This is an optimization exercise on Yosys and OpenROAD, whose aim is small area and a short achievable clock period, not a production implementation.
The RTL of this run was laid out without a check of its function.

File: design.v
module hsv_fa (input a, input b, input c, output s, output co);
    assign s = a ^ b ^ c;
    assign co = (a & b) | (c & (a ^ b));
endmodule
module hsv_ha (input a, input b, output s, output co);
    assign s = a ^ b;
    assign co = a & b;
endmodule
module hsv_han (input a, input b, output s, output co);
    assign s = ~(a ^ b);
    assign co = a | b;
endmodule
module hsv2rgb_pipe (
        input clk,
        input rst_n,
        input in_valid,
        input [7:0] h,
        input [7:0] s,
        input [7:0] v,
        output reg out_valid,
        output reg [7:0] r,
        output reg [7:0] g,
        output reg [7:0] b
    );
    reg vld0, vld1, vld2;
    reg [7:0] h0, s0, v0;
    wire [2:0] region = (h0 >= 8'd215) ? 3'd5 : (h0 >= 8'd172) ? 3'd4 :
                        (h0 >= 8'd129) ? 3'd3 : (h0 >= 8'd86) ? 3'd2 :
                        (h0 >= 8'd43) ? 3'd1 : 3'd0;
    wire [6:0] h3 = h0[6:0] + {h0[5:0], 1'b0};
    wire [6:0] k3 = h3 - {4'd0, region};
    wire even = ~region[0];
    wire [7:0] x_c = {k3 ^ {7{even}}, even};
    wire [2:0] sel_c = (s0 == 8'd0) ? 3'd7 : region;
    reg [2:0] sel1;
    reg [7:0] x1, s1, v1;
    reg [9:0] s31, v31;      
    wire [7:0] u_c, p_c;
    wire mu_one0 = x1[0] & ~x1[1];
    wire mu_two0 = x1[1] & ~x1[0];
    wire mu_thr0 = x1[1] & x1[0];
    wire mu_pp0_1 = ~((mu_one0 & s1[1]) | (mu_two0 & s1[0]) | (mu_thr0 & s31[1]));
    wire mu_pp0_2 = ~((mu_one0 & s1[2]) | (mu_two0 & s1[1]) | (mu_thr0 & s31[2]));
    wire mu_pp0_3 = ~((mu_one0 & s1[3]) | (mu_two0 & s1[2]) | (mu_thr0 & s31[3]));
    wire mu_pp0_4 = ~((mu_one0 & s1[4]) | (mu_two0 & s1[3]) | (mu_thr0 & s31[4]));
    wire mu_pp0_5 = ~((mu_one0 & s1[5]) | (mu_two0 & s1[4]) | (mu_thr0 & s31[5]));
    wire mu_pp0_6 = ~((mu_one0 & s1[6]) | (mu_two0 & s1[5]) | (mu_thr0 & s31[6]));
    wire mu_pp0_7 = ~((mu_one0 & s1[7]) | (mu_two0 & s1[6]) | (mu_thr0 & s31[7]));
    wire mu_pp0_8 = ~((mu_two0 & s1[7]) | (mu_thr0 & s31[8]));
    wire mu_pp0_9 = ~((mu_thr0 & s31[9]));
    wire mu_one1 = x1[2] & ~x1[3];
    wire mu_two1 = x1[3] & ~x1[2];
    wire mu_thr1 = x1[3] & x1[2];
    wire mu_pp1_0 = ~((mu_one1 & s1[0]) | (mu_thr1 & s31[0]));
    wire mu_pp1_1 = ~((mu_one1 & s1[1]) | (mu_two1 & s1[0]) | (mu_thr1 & s31[1]));
    wire mu_pp1_2 = ~((mu_one1 & s1[2]) | (mu_two1 & s1[1]) | (mu_thr1 & s31[2]));
    wire mu_pp1_3 = ~((mu_one1 & s1[3]) | (mu_two1 & s1[2]) | (mu_thr1 & s31[3]));
    wire mu_pp1_4 = ~((mu_one1 & s1[4]) | (mu_two1 & s1[3]) | (mu_thr1 & s31[4]));
    wire mu_pp1_5 = ~((mu_one1 & s1[5]) | (mu_two1 & s1[4]) | (mu_thr1 & s31[5]));
    wire mu_pp1_6 = ~((mu_one1 & s1[6]) | (mu_two1 & s1[5]) | (mu_thr1 & s31[6]));
    wire mu_pp1_7 = ~((mu_one1 & s1[7]) | (mu_two1 & s1[6]) | (mu_thr1 & s31[7]));
    wire mu_pp1_8 = ~((mu_two1 & s1[7]) | (mu_thr1 & s31[8]));
    wire mu_pp1_9 = ~((mu_thr1 & s31[9]));
    wire mu_one2 = x1[4] & ~x1[5];
    wire mu_two2 = x1[5] & ~x1[4];
    wire mu_thr2 = x1[5] & x1[4];
    wire mu_pp2_0 = ~((mu_one2 & s1[0]) | (mu_thr2 & s31[0]));
    wire mu_pp2_1 = ~((mu_one2 & s1[1]) | (mu_two2 & s1[0]) | (mu_thr2 & s31[1]));
    wire mu_pp2_2 = ~((mu_one2 & s1[2]) | (mu_two2 & s1[1]) | (mu_thr2 & s31[2]));
    wire mu_pp2_3 = ~((mu_one2 & s1[3]) | (mu_two2 & s1[2]) | (mu_thr2 & s31[3]));
    wire mu_pp2_4 = ~((mu_one2 & s1[4]) | (mu_two2 & s1[3]) | (mu_thr2 & s31[4]));
    wire mu_pp2_5 = ~((mu_one2 & s1[5]) | (mu_two2 & s1[4]) | (mu_thr2 & s31[5]));
    wire mu_pp2_6 = ~((mu_one2 & s1[6]) | (mu_two2 & s1[5]) | (mu_thr2 & s31[6]));
    wire mu_pp2_7 = ~((mu_one2 & s1[7]) | (mu_two2 & s1[6]) | (mu_thr2 & s31[7]));
    wire mu_pp2_8 = ~((mu_two2 & s1[7]) | (mu_thr2 & s31[8]));
    wire mu_pp2_9 = ~((mu_thr2 & s31[9]));
    wire mu_one3 = x1[6] & ~x1[7];
    wire mu_two3 = x1[7] & ~x1[6];
    wire mu_thr3 = x1[7] & x1[6];
    wire mu_pp3_0 = ~((mu_one3 & s1[0]) | (mu_thr3 & s31[0]));
    wire mu_pp3_1 = ~((mu_one3 & s1[1]) | (mu_two3 & s1[0]) | (mu_thr3 & s31[1]));
    wire mu_pp3_2 = ~((mu_one3 & s1[2]) | (mu_two3 & s1[1]) | (mu_thr3 & s31[2]));
    wire mu_pp3_3 = ~((mu_one3 & s1[3]) | (mu_two3 & s1[2]) | (mu_thr3 & s31[3]));
    wire mu_pp3_4 = ~((mu_one3 & s1[4]) | (mu_two3 & s1[3]) | (mu_thr3 & s31[4]));
    wire mu_pp3_5 = ~((mu_one3 & s1[5]) | (mu_two3 & s1[4]) | (mu_thr3 & s31[5]));
    wire mu_pp3_6 = ~((mu_one3 & s1[6]) | (mu_two3 & s1[5]) | (mu_thr3 & s31[6]));
    wire mu_pp3_7 = ~((mu_one3 & s1[7]) | (mu_two3 & s1[6]) | (mu_thr3 & s31[7]));
    wire mu_pp3_8 = ~((mu_two3 & s1[7]) | (mu_thr3 & s31[8]));
    wire mu_pp3_9 = ~((mu_thr3 & s31[9]));
    wire mu_t1, mu_t2;
    hsv_fa mu_t1_ha (.a(mu_pp0_6), .b(mu_pp1_4), .c(1'b1), .s(mu_t1), .co(mu_t2));
    wire mu_t3, mu_t4;
    hsv_fa mu_t3_fa (.a(mu_pp0_7), .b(mu_pp1_5), .c(mu_pp2_3), .s(mu_t3), .co(mu_t4));
    wire mu_t5, mu_t6;
    hsv_fa mu_t5_fa (.a(mu_pp0_8), .b(mu_pp1_6), .c(mu_pp2_4), .s(mu_t5), .co(mu_t6));
    wire mu_t7, mu_t8;
    hsv_fa mu_t7_fa (.a(mu_pp0_9), .b(mu_pp1_7), .c(mu_pp2_5), .s(mu_t7), .co(mu_t8));
    wire mu_t9, mu_t10;
    hsv_fa mu_t9_ha (.a(mu_pp1_8), .b(mu_pp2_6), .c(1'b1), .s(mu_t9), .co(mu_t10));
    wire mu_t11, mu_t12;
    hsv_fa mu_t11_ha (.a(mu_pp1_9), .b(mu_pp2_7), .c(1'b1), .s(mu_t11), .co(mu_t12));
    wire mu_t13, mu_t14;
    hsv_fa mu_t13_ha (.a(mu_pp0_4), .b(mu_pp1_2), .c(1'b1), .s(mu_t13), .co(mu_t14));
    wire mu_t15, mu_t16;
    hsv_fa mu_t15_fa (.a(mu_pp0_5), .b(mu_pp1_3), .c(mu_pp2_1), .s(mu_t15), .co(mu_t16));
    wire mu_t17, mu_t18;
    hsv_fa mu_t17_fa (.a(mu_t1), .b(mu_pp2_2), .c(mu_pp3_0), .s(mu_t17), .co(mu_t18));
    wire mu_t19, mu_t20;
    hsv_fa mu_t19_fa (.a(mu_t2), .b(mu_t3), .c(mu_pp3_1), .s(mu_t19), .co(mu_t20));
    wire mu_t21, mu_t22;
    hsv_fa mu_t21_fa (.a(mu_t4), .b(mu_t5), .c(mu_pp3_2), .s(mu_t21), .co(mu_t22));
    wire mu_t23, mu_t24;
    hsv_fa mu_t23_fa (.a(mu_t6), .b(mu_t7), .c(mu_pp3_3), .s(mu_t23), .co(mu_t24));
    wire mu_t25, mu_t26;
    hsv_fa mu_t25_fa (.a(mu_t8), .b(mu_t9), .c(mu_pp3_4), .s(mu_t25), .co(mu_t26));
    wire mu_t27, mu_t28;
    hsv_fa mu_t27_fa (.a(mu_t10), .b(mu_t11), .c(mu_pp3_5), .s(mu_t27), .co(mu_t28));
    wire mu_t29, mu_t30;
    hsv_fa mu_t29_fa (.a(mu_t12), .b(mu_pp2_8), .c(mu_pp3_6), .s(mu_t29), .co(mu_t30));
    wire mu_t31, mu_t32;
    hsv_fa mu_t31_ha (.a(mu_pp2_9), .b(mu_pp3_7), .c(1'b1), .s(mu_t31), .co(mu_t32));
    wire mu_c2 = ~mu_pp0_1 & ~1'b1;
    wire mu_c3 = (~mu_pp0_2 & ~mu_pp1_0) | (mu_c2 & (~mu_pp0_2 | ~mu_pp1_0));
    wire mu_c4 = (~mu_pp0_3 & ~mu_pp1_1) | (mu_c3 & (~mu_pp0_3 | ~mu_pp1_1));
    wire mu_c5 = (~mu_t13 & ~mu_pp2_0) | (mu_c4 & (~mu_t13 | ~mu_pp2_0));
    wire [10:0] mu_ra = {mu_pp3_9, mu_t32, mu_t30, mu_t28, mu_t26, mu_t24, mu_t22, mu_t20, mu_t18, mu_t16, mu_t14};
    wire [10:0] mu_rb = {1'b1, mu_pp3_8, mu_t31, mu_t29, mu_t27, mu_t25, mu_t23, mu_t21, mu_t19, mu_t17, mu_t15};
    wire [10:0] mu_sum = ~mu_ra + ~mu_rb + {10'd0, mu_c5};
    assign u_c = mu_sum[10:3];
    wire mp_one0 = ~s1[0] & ~~s1[1];
    wire mp_two0 = ~s1[1] & ~~s1[0];
    wire mp_thr0 = ~s1[1] & ~s1[0];
    wire mp_pp0_1 = ~((mp_one0 & v1[1]) | (mp_two0 & v1[0]) | (mp_thr0 & v31[1]));
    wire mp_pp0_2 = ~((mp_one0 & v1[2]) | (mp_two0 & v1[1]) | (mp_thr0 & v31[2]));
    wire mp_pp0_3 = ~((mp_one0 & v1[3]) | (mp_two0 & v1[2]) | (mp_thr0 & v31[3]));
    wire mp_pp0_4 = ~((mp_one0 & v1[4]) | (mp_two0 & v1[3]) | (mp_thr0 & v31[4]));
    wire mp_pp0_5 = ~((mp_one0 & v1[5]) | (mp_two0 & v1[4]) | (mp_thr0 & v31[5]));
    wire mp_pp0_6 = ~((mp_one0 & v1[6]) | (mp_two0 & v1[5]) | (mp_thr0 & v31[6]));
    wire mp_pp0_7 = ~((mp_one0 & v1[7]) | (mp_two0 & v1[6]) | (mp_thr0 & v31[7]));
    wire mp_pp0_8 = ~((mp_two0 & v1[7]) | (mp_thr0 & v31[8]));
    wire mp_pp0_9 = ~((mp_thr0 & v31[9]));
    wire mp_one1 = ~s1[2] & ~~s1[3];
    wire mp_two1 = ~s1[3] & ~~s1[2];
    wire mp_thr1 = ~s1[3] & ~s1[2];
    wire mp_pp1_0 = ~((mp_one1 & v1[0]) | (mp_thr1 & v31[0]));
    wire mp_pp1_1 = ~((mp_one1 & v1[1]) | (mp_two1 & v1[0]) | (mp_thr1 & v31[1]));
    wire mp_pp1_2 = ~((mp_one1 & v1[2]) | (mp_two1 & v1[1]) | (mp_thr1 & v31[2]));
    wire mp_pp1_3 = ~((mp_one1 & v1[3]) | (mp_two1 & v1[2]) | (mp_thr1 & v31[3]));
    wire mp_pp1_4 = ~((mp_one1 & v1[4]) | (mp_two1 & v1[3]) | (mp_thr1 & v31[4]));
    wire mp_pp1_5 = ~((mp_one1 & v1[5]) | (mp_two1 & v1[4]) | (mp_thr1 & v31[5]));
    wire mp_pp1_6 = ~((mp_one1 & v1[6]) | (mp_two1 & v1[5]) | (mp_thr1 & v31[6]));
    wire mp_pp1_7 = ~((mp_one1 & v1[7]) | (mp_two1 & v1[6]) | (mp_thr1 & v31[7]));
    wire mp_pp1_8 = ~((mp_two1 & v1[7]) | (mp_thr1 & v31[8]));
    wire mp_pp1_9 = ~((mp_thr1 & v31[9]));
    wire mp_one2 = ~s1[4] & ~~s1[5];
    wire mp_two2 = ~s1[5] & ~~s1[4];
    wire mp_thr2 = ~s1[5] & ~s1[4];
    wire mp_pp2_0 = ~((mp_one2 & v1[0]) | (mp_thr2 & v31[0]));
    wire mp_pp2_1 = ~((mp_one2 & v1[1]) | (mp_two2 & v1[0]) | (mp_thr2 & v31[1]));
    wire mp_pp2_2 = ~((mp_one2 & v1[2]) | (mp_two2 & v1[1]) | (mp_thr2 & v31[2]));
    wire mp_pp2_3 = ~((mp_one2 & v1[3]) | (mp_two2 & v1[2]) | (mp_thr2 & v31[3]));
    wire mp_pp2_4 = ~((mp_one2 & v1[4]) | (mp_two2 & v1[3]) | (mp_thr2 & v31[4]));
    wire mp_pp2_5 = ~((mp_one2 & v1[5]) | (mp_two2 & v1[4]) | (mp_thr2 & v31[5]));
    wire mp_pp2_6 = ~((mp_one2 & v1[6]) | (mp_two2 & v1[5]) | (mp_thr2 & v31[6]));
    wire mp_pp2_7 = ~((mp_one2 & v1[7]) | (mp_two2 & v1[6]) | (mp_thr2 & v31[7]));
    wire mp_pp2_8 = ~((mp_two2 & v1[7]) | (mp_thr2 & v31[8]));
    wire mp_pp2_9 = ~((mp_thr2 & v31[9]));
    wire mp_one3 = ~s1[6] & ~~s1[7];
    wire mp_two3 = ~s1[7] & ~~s1[6];
    wire mp_thr3 = ~s1[7] & ~s1[6];
    wire mp_pp3_0 = ~((mp_one3 & v1[0]) | (mp_thr3 & v31[0]));
    wire mp_pp3_1 = ~((mp_one3 & v1[1]) | (mp_two3 & v1[0]) | (mp_thr3 & v31[1]));
    wire mp_pp3_2 = ~((mp_one3 & v1[2]) | (mp_two3 & v1[1]) | (mp_thr3 & v31[2]));
    wire mp_pp3_3 = ~((mp_one3 & v1[3]) | (mp_two3 & v1[2]) | (mp_thr3 & v31[3]));
    wire mp_pp3_4 = ~((mp_one3 & v1[4]) | (mp_two3 & v1[3]) | (mp_thr3 & v31[4]));
    wire mp_pp3_5 = ~((mp_one3 & v1[5]) | (mp_two3 & v1[4]) | (mp_thr3 & v31[5]));
    wire mp_pp3_6 = ~((mp_one3 & v1[6]) | (mp_two3 & v1[5]) | (mp_thr3 & v31[6]));
    wire mp_pp3_7 = ~((mp_one3 & v1[7]) | (mp_two3 & v1[6]) | (mp_thr3 & v31[7]));
    wire mp_pp3_8 = ~((mp_two3 & v1[7]) | (mp_thr3 & v31[8]));
    wire mp_pp3_9 = ~((mp_thr3 & v31[9]));
    wire mp_t1, mp_t2;
    hsv_fa mp_t1_ha (.a(mp_pp0_6), .b(mp_pp1_4), .c(1'b1), .s(mp_t1), .co(mp_t2));
    wire mp_t3, mp_t4;
    hsv_fa mp_t3_fa (.a(mp_pp0_7), .b(mp_pp1_5), .c(mp_pp2_3), .s(mp_t3), .co(mp_t4));
    wire mp_t5, mp_t6;
    hsv_fa mp_t5_fa (.a(mp_pp0_8), .b(mp_pp1_6), .c(mp_pp2_4), .s(mp_t5), .co(mp_t6));
    wire mp_t7, mp_t8;
    hsv_fa mp_t7_fa (.a(mp_pp0_9), .b(mp_pp1_7), .c(mp_pp2_5), .s(mp_t7), .co(mp_t8));
    wire mp_t9, mp_t10;
    hsv_fa mp_t9_ha (.a(mp_pp1_8), .b(mp_pp2_6), .c(1'b1), .s(mp_t9), .co(mp_t10));
    wire mp_t11, mp_t12;
    hsv_fa mp_t11_ha (.a(mp_pp1_9), .b(mp_pp2_7), .c(1'b1), .s(mp_t11), .co(mp_t12));
    wire mp_t13, mp_t14;
    hsv_fa mp_t13_ha (.a(mp_pp0_4), .b(mp_pp1_2), .c(1'b1), .s(mp_t13), .co(mp_t14));
    wire mp_t15, mp_t16;
    hsv_fa mp_t15_fa (.a(mp_pp0_5), .b(mp_pp1_3), .c(mp_pp2_1), .s(mp_t15), .co(mp_t16));
    wire mp_t17, mp_t18;
    hsv_fa mp_t17_fa (.a(mp_t1), .b(mp_pp2_2), .c(mp_pp3_0), .s(mp_t17), .co(mp_t18));
    wire mp_t19, mp_t20;
    hsv_fa mp_t19_fa (.a(mp_t2), .b(mp_t3), .c(mp_pp3_1), .s(mp_t19), .co(mp_t20));
    wire mp_t21, mp_t22;
    hsv_fa mp_t21_fa (.a(mp_t4), .b(mp_t5), .c(mp_pp3_2), .s(mp_t21), .co(mp_t22));
    wire mp_t23, mp_t24;
    hsv_fa mp_t23_fa (.a(mp_t6), .b(mp_t7), .c(mp_pp3_3), .s(mp_t23), .co(mp_t24));
    wire mp_t25, mp_t26;
    hsv_fa mp_t25_fa (.a(mp_t8), .b(mp_t9), .c(mp_pp3_4), .s(mp_t25), .co(mp_t26));
    wire mp_t27, mp_t28;
    hsv_fa mp_t27_fa (.a(mp_t10), .b(mp_t11), .c(mp_pp3_5), .s(mp_t27), .co(mp_t28));
    wire mp_t29, mp_t30;
    hsv_fa mp_t29_fa (.a(mp_t12), .b(mp_pp2_8), .c(mp_pp3_6), .s(mp_t29), .co(mp_t30));
    wire mp_t31, mp_t32;
    hsv_fa mp_t31_ha (.a(mp_pp2_9), .b(mp_pp3_7), .c(1'b1), .s(mp_t31), .co(mp_t32));
    wire mp_c2 = ~mp_pp0_1 & ~1'b1;
    wire mp_c3 = (~mp_pp0_2 & ~mp_pp1_0) | (mp_c2 & (~mp_pp0_2 | ~mp_pp1_0));
    wire mp_c4 = (~mp_pp0_3 & ~mp_pp1_1) | (mp_c3 & (~mp_pp0_3 | ~mp_pp1_1));
    wire mp_c5 = (~mp_t13 & ~mp_pp2_0) | (mp_c4 & (~mp_t13 | ~mp_pp2_0));
    wire [10:0] mp_ra = {mp_pp3_9, mp_t32, mp_t30, mp_t28, mp_t26, mp_t24, mp_t22, mp_t20, mp_t18, mp_t16, mp_t14};
    wire [10:0] mp_rb = {1'b1, mp_pp3_8, mp_t31, mp_t29, mp_t27, mp_t25, mp_t23, mp_t21, mp_t19, mp_t17, mp_t15};
    wire [10:0] mp_sum = ~mp_ra + ~mp_rb + {10'd0, mp_c5};
    assign p_c = mp_sum[10:3];
    reg [2:0] sel2;
    reg [7:0] nu2, p2, v2;
    reg [9:0] v32;           
    wire [7:0] w_c;
    wire mw_one0 = nu2[0] & ~nu2[1];
    wire mw_two0 = nu2[1] & ~nu2[0];
    wire mw_thr0 = nu2[1] & nu2[0];
    wire mw_pp0_1 = ~((mw_one0 & v2[1]) | (mw_two0 & v2[0]) | (mw_thr0 & v32[1]));
    wire mw_pp0_2 = ~((mw_one0 & v2[2]) | (mw_two0 & v2[1]) | (mw_thr0 & v32[2]));
    wire mw_pp0_3 = ~((mw_one0 & v2[3]) | (mw_two0 & v2[2]) | (mw_thr0 & v32[3]));
    wire mw_pp0_4 = ~((mw_one0 & v2[4]) | (mw_two0 & v2[3]) | (mw_thr0 & v32[4]));
    wire mw_pp0_5 = ~((mw_one0 & v2[5]) | (mw_two0 & v2[4]) | (mw_thr0 & v32[5]));
    wire mw_pp0_6 = ~((mw_one0 & v2[6]) | (mw_two0 & v2[5]) | (mw_thr0 & v32[6]));
    wire mw_pp0_7 = ~((mw_one0 & v2[7]) | (mw_two0 & v2[6]) | (mw_thr0 & v32[7]));
    wire mw_pp0_8 = ~((mw_two0 & v2[7]) | (mw_thr0 & v32[8]));
    wire mw_pp0_9 = ~((mw_thr0 & v32[9]));
    wire mw_one1 = nu2[2] & ~nu2[3];
    wire mw_two1 = nu2[3] & ~nu2[2];
    wire mw_thr1 = nu2[3] & nu2[2];
    wire mw_pp1_0 = ~((mw_one1 & v2[0]) | (mw_thr1 & v32[0]));
    wire mw_pp1_1 = ~((mw_one1 & v2[1]) | (mw_two1 & v2[0]) | (mw_thr1 & v32[1]));
    wire mw_pp1_2 = ~((mw_one1 & v2[2]) | (mw_two1 & v2[1]) | (mw_thr1 & v32[2]));
    wire mw_pp1_3 = ~((mw_one1 & v2[3]) | (mw_two1 & v2[2]) | (mw_thr1 & v32[3]));
    wire mw_pp1_4 = ~((mw_one1 & v2[4]) | (mw_two1 & v2[3]) | (mw_thr1 & v32[4]));
    wire mw_pp1_5 = ~((mw_one1 & v2[5]) | (mw_two1 & v2[4]) | (mw_thr1 & v32[5]));
    wire mw_pp1_6 = ~((mw_one1 & v2[6]) | (mw_two1 & v2[5]) | (mw_thr1 & v32[6]));
    wire mw_pp1_7 = ~((mw_one1 & v2[7]) | (mw_two1 & v2[6]) | (mw_thr1 & v32[7]));
    wire mw_pp1_8 = ~((mw_two1 & v2[7]) | (mw_thr1 & v32[8]));
    wire mw_pp1_9 = ~((mw_thr1 & v32[9]));
    wire mw_one2 = nu2[4] & ~nu2[5];
    wire mw_two2 = nu2[5] & ~nu2[4];
    wire mw_thr2 = nu2[5] & nu2[4];
    wire mw_pp2_0 = ~((mw_one2 & v2[0]) | (mw_thr2 & v32[0]));
    wire mw_pp2_1 = ~((mw_one2 & v2[1]) | (mw_two2 & v2[0]) | (mw_thr2 & v32[1]));
    wire mw_pp2_2 = ~((mw_one2 & v2[2]) | (mw_two2 & v2[1]) | (mw_thr2 & v32[2]));
    wire mw_pp2_3 = ~((mw_one2 & v2[3]) | (mw_two2 & v2[2]) | (mw_thr2 & v32[3]));
    wire mw_pp2_4 = ~((mw_one2 & v2[4]) | (mw_two2 & v2[3]) | (mw_thr2 & v32[4]));
    wire mw_pp2_5 = ~((mw_one2 & v2[5]) | (mw_two2 & v2[4]) | (mw_thr2 & v32[5]));
    wire mw_pp2_6 = ~((mw_one2 & v2[6]) | (mw_two2 & v2[5]) | (mw_thr2 & v32[6]));
    wire mw_pp2_7 = ~((mw_one2 & v2[7]) | (mw_two2 & v2[6]) | (mw_thr2 & v32[7]));
    wire mw_pp2_8 = ~((mw_two2 & v2[7]) | (mw_thr2 & v32[8]));
    wire mw_pp2_9 = ~((mw_thr2 & v32[9]));
    wire mw_one3 = nu2[6] & ~nu2[7];
    wire mw_two3 = nu2[7] & ~nu2[6];
    wire mw_thr3 = nu2[7] & nu2[6];
    wire mw_pp3_0 = ~((mw_one3 & v2[0]) | (mw_thr3 & v32[0]));
    wire mw_pp3_1 = ~((mw_one3 & v2[1]) | (mw_two3 & v2[0]) | (mw_thr3 & v32[1]));
    wire mw_pp3_2 = ~((mw_one3 & v2[2]) | (mw_two3 & v2[1]) | (mw_thr3 & v32[2]));
    wire mw_pp3_3 = ~((mw_one3 & v2[3]) | (mw_two3 & v2[2]) | (mw_thr3 & v32[3]));
    wire mw_pp3_4 = ~((mw_one3 & v2[4]) | (mw_two3 & v2[3]) | (mw_thr3 & v32[4]));
    wire mw_pp3_5 = ~((mw_one3 & v2[5]) | (mw_two3 & v2[4]) | (mw_thr3 & v32[5]));
    wire mw_pp3_6 = ~((mw_one3 & v2[6]) | (mw_two3 & v2[5]) | (mw_thr3 & v32[6]));
    wire mw_pp3_7 = ~((mw_one3 & v2[7]) | (mw_two3 & v2[6]) | (mw_thr3 & v32[7]));
    wire mw_pp3_8 = ~((mw_two3 & v2[7]) | (mw_thr3 & v32[8]));
    wire mw_pp3_9 = ~((mw_thr3 & v32[9]));
    wire mw_t1, mw_t2;
    hsv_fa mw_t1_ha (.a(mw_pp0_6), .b(mw_pp1_4), .c(1'b1), .s(mw_t1), .co(mw_t2));
    wire mw_t3, mw_t4;
    hsv_fa mw_t3_fa (.a(mw_pp0_7), .b(mw_pp1_5), .c(mw_pp2_3), .s(mw_t3), .co(mw_t4));
    wire mw_t5, mw_t6;
    hsv_fa mw_t5_fa (.a(mw_pp0_8), .b(mw_pp1_6), .c(mw_pp2_4), .s(mw_t5), .co(mw_t6));
    wire mw_t7, mw_t8;
    hsv_fa mw_t7_fa (.a(mw_pp0_9), .b(mw_pp1_7), .c(mw_pp2_5), .s(mw_t7), .co(mw_t8));
    wire mw_t9, mw_t10;
    hsv_fa mw_t9_ha (.a(mw_pp1_8), .b(mw_pp2_6), .c(1'b1), .s(mw_t9), .co(mw_t10));
    wire mw_t11, mw_t12;
    hsv_fa mw_t11_ha (.a(mw_pp1_9), .b(mw_pp2_7), .c(1'b1), .s(mw_t11), .co(mw_t12));
    wire mw_t13, mw_t14;
    hsv_fa mw_t13_ha (.a(mw_pp0_4), .b(mw_pp1_2), .c(1'b1), .s(mw_t13), .co(mw_t14));
    wire mw_t15, mw_t16;
    hsv_fa mw_t15_fa (.a(mw_pp0_5), .b(mw_pp1_3), .c(mw_pp2_1), .s(mw_t15), .co(mw_t16));
    wire mw_t17, mw_t18;
    hsv_fa mw_t17_fa (.a(mw_t1), .b(mw_pp2_2), .c(mw_pp3_0), .s(mw_t17), .co(mw_t18));
    wire mw_t19, mw_t20;
    hsv_fa mw_t19_fa (.a(mw_t2), .b(mw_t3), .c(mw_pp3_1), .s(mw_t19), .co(mw_t20));
    wire mw_t21, mw_t22;
    hsv_fa mw_t21_fa (.a(mw_t4), .b(mw_t5), .c(mw_pp3_2), .s(mw_t21), .co(mw_t22));
    wire mw_t23, mw_t24;
    hsv_fa mw_t23_fa (.a(mw_t6), .b(mw_t7), .c(mw_pp3_3), .s(mw_t23), .co(mw_t24));
    wire mw_t25, mw_t26;
    hsv_fa mw_t25_fa (.a(mw_t8), .b(mw_t9), .c(mw_pp3_4), .s(mw_t25), .co(mw_t26));
    wire mw_t27, mw_t28;
    hsv_fa mw_t27_fa (.a(mw_t10), .b(mw_t11), .c(mw_pp3_5), .s(mw_t27), .co(mw_t28));
    wire mw_t29, mw_t30;
    hsv_fa mw_t29_fa (.a(mw_t12), .b(mw_pp2_8), .c(mw_pp3_6), .s(mw_t29), .co(mw_t30));
    wire mw_t31, mw_t32;
    hsv_fa mw_t31_ha (.a(mw_pp2_9), .b(mw_pp3_7), .c(1'b1), .s(mw_t31), .co(mw_t32));
    wire mw_c2 = ~mw_pp0_1 & ~1'b1;
    wire mw_c3 = (~mw_pp0_2 & ~mw_pp1_0) | (mw_c2 & (~mw_pp0_2 | ~mw_pp1_0));
    wire mw_c4 = (~mw_pp0_3 & ~mw_pp1_1) | (mw_c3 & (~mw_pp0_3 | ~mw_pp1_1));
    wire mw_c5 = (~mw_t13 & ~mw_pp2_0) | (mw_c4 & (~mw_t13 | ~mw_pp2_0));
    wire [10:0] mw_ra = {mw_pp3_9, mw_t32, mw_t30, mw_t28, mw_t26, mw_t24, mw_t22, mw_t20, mw_t18, mw_t16, mw_t14};
    wire [10:0] mw_rb = {1'b1, mw_pp3_8, mw_t31, mw_t29, mw_t27, mw_t25, mw_t23, mw_t21, mw_t19, mw_t17, mw_t15};
    wire [10:0] mw_sum = ~mw_ra + ~mw_rb + {10'd0, mw_c5};
    assign w_c = mw_sum[10:3];
    reg [2:0] wsel;
    reg [2:0] vsel;
    always @* begin
        case (sel2)
            3'd0: begin wsel = 3'b010; vsel = 3'b100; end
            3'd1: begin wsel = 3'b100; vsel = 3'b010; end
            3'd2: begin wsel = 3'b001; vsel = 3'b010; end
            3'd3: begin wsel = 3'b010; vsel = 3'b001; end
            3'd4: begin wsel = 3'b100; vsel = 3'b001; end
            3'd5: begin wsel = 3'b001; vsel = 3'b100; end
            default: begin wsel = 3'b000; vsel = 3'b111; end
        endcase
    end
    wire [7:0] r_n = vsel[2] ? v2 : p2;
    wire [7:0] g_n = vsel[1] ? v2 : p2;
    wire [7:0] b_n = vsel[0] ? v2 : p2;
    always @(posedge clk or negedge rst_n) begin
        if (!rst_n) begin
            vld0 <= 1'b0;
            vld1 <= 1'b0;
            vld2 <= 1'b0;
            out_valid <= 1'b0;
        end else begin
            vld0 <= in_valid;
            vld1 <= vld0;
            vld2 <= vld1;
            out_valid <= vld2;
        end
    end
    always @(posedge clk) begin
        h0 <= h;
        s0 <= s;
        v0 <= v;
        sel1 <= sel_c;
        x1 <= x_c;
        s1 <= s0;
        s31 <= {2'b0, s0} + {1'b0, s0, 1'b0};
        v31 <= {2'b0, v0} + {1'b0, v0, 1'b0};
        v1 <= v0;
        sel2 <= sel1;
        nu2 <= ~u_c;
        p2 <= p_c;
        v2 <= v1;
        v32 <= v31;
        r <= wsel[2] ? w_c : r_n;
        g <= wsel[1] ? w_c : g_n;
        b <= wsel[0] ? w_c : b_n;
    end
endmodule
File: constraint.sdc
create_clock -name core_clock -period 15.0 [get_ports {clk}]
set_input_delay 3.0000 -clock core_clock [delete_from_list [all_inputs] [get_ports {clk}]]
set_output_delay 3.0000 -clock core_clock [all_outputs]
set_load 0.01 [all_outputs]
File: standard.sh
#!/bin/bash
# synth_recipe.tcl (not shown) runs the flow's synth.tcl, then flattens the netlist and writes it again
# the make line also repeats each setting of config.mk as NAME=value (left out here)
make -C /OpenROAD-flow-scripts/flow DESIGN_CONFIG=/design/flow/config.mk WORK_HOME=/design/flow/orfs CLKGATE_MAP_FILE= SYNTH_SCRIPT=/design/flow/synth_recipe.tcl "${@:-finish}"
File: config.mk
export PLATFORM = sky130hd
export DESIGN_NAME = hsv2rgb_pipe
export DESIGN_NICKNAME = hsv2rgb_pipe
export VERILOG_FILES = /design/flow/design.v
export SDC_FILE = /design/flow/constraint.sdc
export NUM_CORES = 4
export LEC_CHECK = 0
export ABC_AREA = 1
export CAP_MARGIN = 20
export CORE_MARGIN = 2
export CORE_UTILIZATION = 40
export CTS_BUF_LIST = sky130_fd_sc_hd__clkbuf_8
export SLEW_MARGIN = 20
export SYNTH_HIERARCHICAL = 1
export SYNTH_MINIMUM_KEEP_SIZE = 0
File: flow/run.sh
#!/bin/bash
set -euo pipefail
export BUFFER_PORTS_ARGS="-buffer_cell sky130_fd_sc_hd__buf_1"
bash standard.sh SETUP_SLACK_MARGIN=10.7 finish > standard.log 2>&1
==> notes.md <==
worst max-delay path by stage:
| stage | from | to | slack (ns) | cells after the start |
|---|---|---|---|---|
| 3_3_place_gp | nu2[4]$_DFF_P_ | g[6]$_DFF_P_ | 11.29 | 17 |
| 4_1_cts | r[0]$_DFF_P_ | r[0] | 11.02 | 1 |
| 5_1_grt | s31[0]$_DFF_P_ | p2[6]$_DFF_P_ | 10.87 | 16 |
| 6_report | r[0]$_DFF_P_ | r[0] | 11.04 | 1 |
| 2_1_floorplan | out_valid$_DFF_PN0_ | out_valid | 11.62 | 0 |
| 3_5_place_dp | s31[0]$_DFF_P_ | p2[6]$_DFF_P_ | 11.17 | 16 |
Yosys cell counts, types with 7 or more instances:
master	instances
inv_1	223
nand2_1	211
dfxtp_1	129
a21oi_1	100
o22ai_1	80
ha_1	70
nor2_1	55
fa_1	53
nand3_1	43
o21ai_0	36
xor2_1	23
nand2_2	16
xnor2_1	10
nor3_1	9
o21ai_1	9
inv_2	7
sequential cells by signal, summed over array words and instances, names as in the netlist:
signal / count
h0: 8
v1: 7
x1: 8
sel2: 3
vld1: 1
nu2: 8
g: 8
v2: 7
s1: 7
sel1: 3
p2: 8
vld2: 1
s0: 8
v0: 8
vld0: 1
v31: 10
out_valid: 1
r: 8
v32: 10
s31: 10
b: 8
layer usage:
| layer | global-route usage, % | vias up | wire, µm | share of wire, % |
|---|---|---|---|---|
| met4 | 5.467 | 0 | 355 | 1.6 |
| met3 | 3.062 | 32 | 1365 | 6.2 |
| met1 | 26.60 | 3498 | 10380 | 47 |
| met2 | 31.33 | 270 | 9860 | 45 |
| met5 | 0 | - | 0 | 0 |
| li1 | - | 3852 | - | - |
metrics by stage:
step	worst slack [ns]	area [µm²]	cells
5_1_grt	10.87	9866	1512
4_1_cts	11.02	9862	1512
6_report	11.04	9866	1512
3_3_place_gp	11.29	9432	1480
2_1_floorplan	11.62	8920	1154
3_5_place_dp	11.17	9432	1480
Yosys stat by module (local to each module, per instance):
module | flops+latches | cells inside | area, µm²
hsv2rgb_pipe | 133 | 1092 | 7906
hsv_fa | 0 | 1 | 20.02
kinds of logic after synthesis:
group                      Yosys count  share of synthesized area (%)
xor gates and xnor gates            37                          3.993
other                                1                        0.04229
buffers and inverters              239                          10.36
AOI/OAI and AO/OA                  257                          16.78
and+or+nand+nor                    350                          16.73
DFF                                133                          30.25
adders and majority gates          123                          21.84
cell type report:
cell class	count	area share, %
clock buffers	17	2.372
clock inverters	15	1.991
inverters	232	8.852
multi-input cells	782	53.95
flip-flops and latches	133	27.19
well taps	280	3.551
repair buffers	53	2.093
==> notes.md <==
die width=~150 µm; Worst slew margin=between 30% and 40%; WL final=between 20 and 25 mm; input/output buffers=51; Final Max Tran Viols=0; asr flop ratio synth=3.008%; postcts setup bufs=0; clock-pin slew on the worst setup and hold paths=0.09 ns; reg-to-reg endpoint=p2[6]$_DFF_P_; Synthesis Warnings=7; status=no timing/DRC/antenna violations; ranking of synthesized cells by area=dfxtp_1 29%, fa_1 12%, ha_1 9.9%, inv_1 9.4%, nand2_1 8.9%; synth unique cells=45; vias post-DR=7652; HP Class=reg2reg; first-pass GRT wire length=around 36 mm; Num CTS Buffers=17; Final ANT Viol Nets=0; Max Freq=roughly 250 MHz; Synth area leader=dfxtp_1; Synth Instances=roughly 1100; Cell Area, Synth=0.008867 mm²; Post-synth EDFFs=0; final core occ=45.21%; register cell area after layout=0.002683 mm²; vias in the first global route=roughly 7300; Layout Skew=between 0.01 and 0.015 ns; Crit Path Class=reg2out; CTS max path bufs=2; largest net degree at the start of global routing=17; Multi-input gate area=0.005323 mm²; Die ar.=approximately 0.023 mm²; average cell area after synthesis=around 7.8 µm²; reg-to-reg slack, setup=between 10 and 15 ns; Yosys top cell area share=29.12%; row cnt=54; fin crit share=roughly a quarter; most common cell after layout, fill and taps aside=inv_1; arrival time at the worst endpoint=between 0.9 and 1 ns; Initial DRT Pass Iterations=5; crit end category=primary output; slowest cell on the critical path=dfxtp_1; TritonCTS clock tree=done; Register-to-Register Path Depth=16; Worst-Margin Slew=around 0.95 ns; DP HPWL=~18 mm; startpoint types=flip-flop; starting density of the core=a little over 40%; routed len/inst=about 15 µm; unrepaired setup endpoints after global routing=no; count of maximum capacitance violations=0; GRT Util Overall=between 10% and 20%; H-tree levels=4; worst reg2reg startpoint=s31[0]$_DFF_P_; I/O pins=52; Bufs and invs on worst path=1; hold path cells=0; core footprint=around 0.022 mm²; critical path, cell by cell=buf_1; DR DRC count=0; antenna cells=0; initial DRC count=between 700 and 800; Worst EP required=around 12 ns; FILL cells=2232; clock sink count=approximately 130; Hold Startpoint=sel1[1]$_SDFF_PN1_; worst hold margin=around 0.33 ns; flops & latches, synth=133; Vias/cell=5.061; Clock Latency Late Sink=roughly 0.46 ns; min Tclk post-route=roughly 4.0 ns; slowest stage delay, CP=0.33 ns; Main synth FF type=dfxtp_1; commonest cells after routing, fill and taps aside=224 x inv_1, 211 x nand2_1, 129 x dfxtp_1; setup_tns=0 ns; Min-Delay Endpoint=sel2[1]$_DFF_P_; CTS root buffer=clkbuf_8; NumNets Final=between 1000 and 1500; antenna violations before repair=1; Post-CTS Hold Buffers=0; Seq/Total Area, Yosys=30.25%; global placer's final weighted congestion=a little under 1; final hold violation count=0; Layout area overhead=11.26%; share of cells above drive strength 1=~5.9%; grt ovf=0; CP max FO=1; critical path's top delay family=flip-flops; Post-CTS Resized=0; Die Span Y=around 150 µm; final setup violation count=0

## separate check: timing with driven ports
Ports are ideal in the flow. The routed layout listed here was re-timed in OpenROAD. Step 1: set_driving_cell puts a clkbuf_16 on clk and a buf_2 on each other input, an assumption about the parent block. Step 2 times the ports against the registers' clock, not the clock port: input delays grow and output delays shrink by t, the midpoint of the rising clock arrivals with the driver on. a / b / c = no drivers / after step 1 / after step 2; a / b = the first two.
t (ns): 0.495
slack for setup (ns): 11.044 / 11.004 / 11.148
worst hold slack (ns): 0.331 / 0.331 / 0.331
pins driven straight from the clock port: 1
After both steps this run still meets setup and hold. For this run, drivers alone change the setup slack by -0.040 ns; drivers and shift together by +0.104 ns.
